Context: an optimization exercise on an open-source flow, tuned for small area. The choices shown serve that exercise and are no tape-out recipe. At most, simulation tests tie the RTL to the original design; equivalence was not proved. No activity file was given, so power comes from the tool's default toggle rates.

Design systolic_array_3x3, start of the top module:
module systolic_array_3x3(
    input clk,
    input rst,
    input [71:0] a,
    input [71:0] b,
    output [143:0] c
);
For scale: roughly 180 flip-flops, about 18000 um2 of cells after synthesis.
==> flow/config.mk <==
export PLATFORM = sky130hd
export DESIGN_NAME = systolic_array_3x3
export DESIGN_NICKNAME = systolic_array_3x3
export VERILOG_FILES = /design/flow/design.v
export SDC_FILE = /design/flow/constraint.sdc
export NUM_CORES = 4
export LEC_CHECK = 0
export ABC_AREA = 1
export CAP_MARGIN = 20
export CORE_MARGIN = 2
export CORE_UTILIZATION = 40
export PLACE_DENSITY = 0.6
export SLEW_MARGIN = 20
export SYNTH_HIERARCHICAL = 1
==> flow/constraint.sdc <==
create_clock -name core_clock -period 8.0 [get_ports {clk}]
set_input_delay 1.6000 -clock core_clock [delete_from_list [all_inputs] [get_ports {clk}]]
set_output_delay 1.6000 -clock core_clock [all_outputs]
set_load 0.01 [all_outputs]
run.sh (not shown) runs the stock make flow with config.mk's settings and CLKGATE_MAP_FILE= SYNTH_SCRIPT=/design/flow/synth_recipe.tcl, a recipe that flattens the netlist after the stock synthesis.
The starting point produced a layout that fails on setup timing.
Edit:
- ABC_AREA: 1 -> unset
Result: The changed run finished but fails on setup timing; maximum frequency decreases slightly; non-clock buffer count decreases by 6; setup slack loses 36 ps; sequential cell count stays the same; final area decreases slightly; clock-buffer cell count increases by 1; clock skew decreases by 4.5 ps; synthesized cell count decreases by a few percent; wire length decreases slightly; sequential share of layout area increases by 0.11 points.
Edit:
- GPL_TIMING_DRIVEN: unset -> 1
=> The new run produced a layout that fails on setup timing; via count stays the same; flip-flop and latch count stays the same; maximum frequency is unchanged; sequential power barely changes; clock-buffer cell count does not change; wire length stays the same; register-to-register slack hardly moves; synthesized area does not change; power stays the same; setup slack is unchanged; non-clock buffer count does not change.
No run of this note included a check of the RTL's function; only the layout flow was run.


systolic_array_3x3, a different RTL version from the one above (not shown whole).
Size: about 1,500 cells after synthesis, roughly 180 flip-flops, roughly 290 I/O pins, about 18,000 µm² of cells after synthesis.
// systolic_array_3x3
module systolic_array_3x3(
    input clk,
    input rst,
    input [71:0] a,
    input [71:0] b,
    output [143:0] c
);
==> flow/config.mk <==
export PLATFORM = sky130hd
export DESIGN_NAME = systolic_array_3x3
export DESIGN_NICKNAME = systolic_array_3x3
export VERILOG_FILES = /design/flow/design.v
export SDC_FILE = /design/flow/constraint.sdc
export NUM_CORES = 4
export LEC_CHECK = 0
export CAP_MARGIN = 20
export CORE_MARGIN = 2
export CORE_UTILIZATION = 55
export CTS_BUF_LIST = sky130_fd_sc_hd__clkbuf_8
export PLACE_DENSITY = 0.75
export SLEW_MARGIN = 20
export SYNTH_HIERARCHICAL = 1
export BUFFER_PORTS_ARGS = -buffer_cell sky130_fd_sc_hd__buf_1
==> flow/constraint.sdc <==
create_clock -name core_clock -period 8.0 [get_ports {clk}]
set_input_delay 1.6000 -clock core_clock [delete_from_list [all_inputs] [get_ports {clk}]]
set_output_delay 1.6000 -clock core_clock [all_outputs]
set_load 0.01 [all_outputs]
standard.sh (not shown) runs the stock make flow with config.mk's settings and CLKGATE_MAP_FILE= SYNTH_SCRIPT=/design/flow/synth_recipe.tcl, a recipe that flattens the netlist after the stock synthesis.
==> flow/flow/run.sh <==
#!/bin/bash
# Own layout flow: the standard ORFS flow (standard.sh, unchanged synthesis),
# with the port buffers made from the smallest buffer cell instead of the
# default, and the clock tree built without dummy loads. Each tool's output goes
# to a log file in this work folder (ORFS also keeps its per-step logs under
# orfs/logs/).
set -euo pipefail
cat >> config.mk <<'EOM'
export BUFFER_PORTS_ARGS = -buffer_cell sky130_fd_sc_hd__buf_1
EOM
bash standard.sh > standard_flow.log 2>&1
Rerun with:
==> flow/flow/run.sh (replaced) <==
#!/bin/bash
# Own layout flow: the standard ORFS flow (standard.sh, unchanged synthesis),
# with the port buffers made from the smallest buffer cell instead of the
# default, and the clock tree built without dummy loads. ORFS keeps each
# step's log under orfs/logs/; make's own output goes to standard_flow.log.
set -euo pipefail
cat >> config.mk <<'EOM'
export BUFFER_PORTS_ARGS = -buffer_cell sky130_fd_sc_hd__buf_1
export CTS_ARGS = -sink_clustering_enable -repair_clock_nets -buf_list "sky130_fd_sc_hd__clkbuf_4 sky130_fd_sc_hd__clkbuf_8" -dont_use_dummy_load
EOM
bash standard.sh > standard_flow.log 2>&1
Settings changed: CORE_UTILIZATION 55 to 40, CTS_ARGS set to -sink_clustering_enable -repair_clock_nets -buf_list "sky130_fd_sc_hd__clkbuf_4 sky130_fd_sc_hd__clkbuf_8" -dont_use_dummy_load, PLACE_DENSITY 0.75 to 0.6.
Result:
- core utilization came out lower by 16 points
- sequential share of layout area is about the same
- setup slack gains 0.081 ns

-- separate check: timing with driven ports --
No port has a modelled driver above. Below, the same layouts with a new extraction and two added sets of constraints. Step 1, drivers: a clkbuf_16 drives clk and a buf_2 each remaining input, both assumed. Step 2 times the ports against the registers' clock, not the clock port: input delays grow and output delays shrink by t, the midpoint of the rising clock arrivals with the driver on. Three values: no drivers, after step 1, after step 2; two values: the first two.
| run | shift t [ns] | setup slack, ns | worst setup path at the end | worst data-port slew with drivers (ns) |
|---|---|---|---|---|
| the first run of note 1 | 0.540 | -0.020 / -0.076 / 0.463 | register to output | 0.06 |
| the second run of note 1 | 0.510 | -0.056 / -0.109 / 0.401 | register to output | 0.06 |
| the third run of note 1 | 0.510 | -0.056 / -0.109 / 0.401 | register to output | 0.06 |
| the first run of note 2 | 0.550 | 0.295 / 0.247 / 0.613 | register to register | 0.03 |
| the second run of note 2 | 0.585 | 0.377 / 0.328 / 0.815 | register to register | 0.05 |
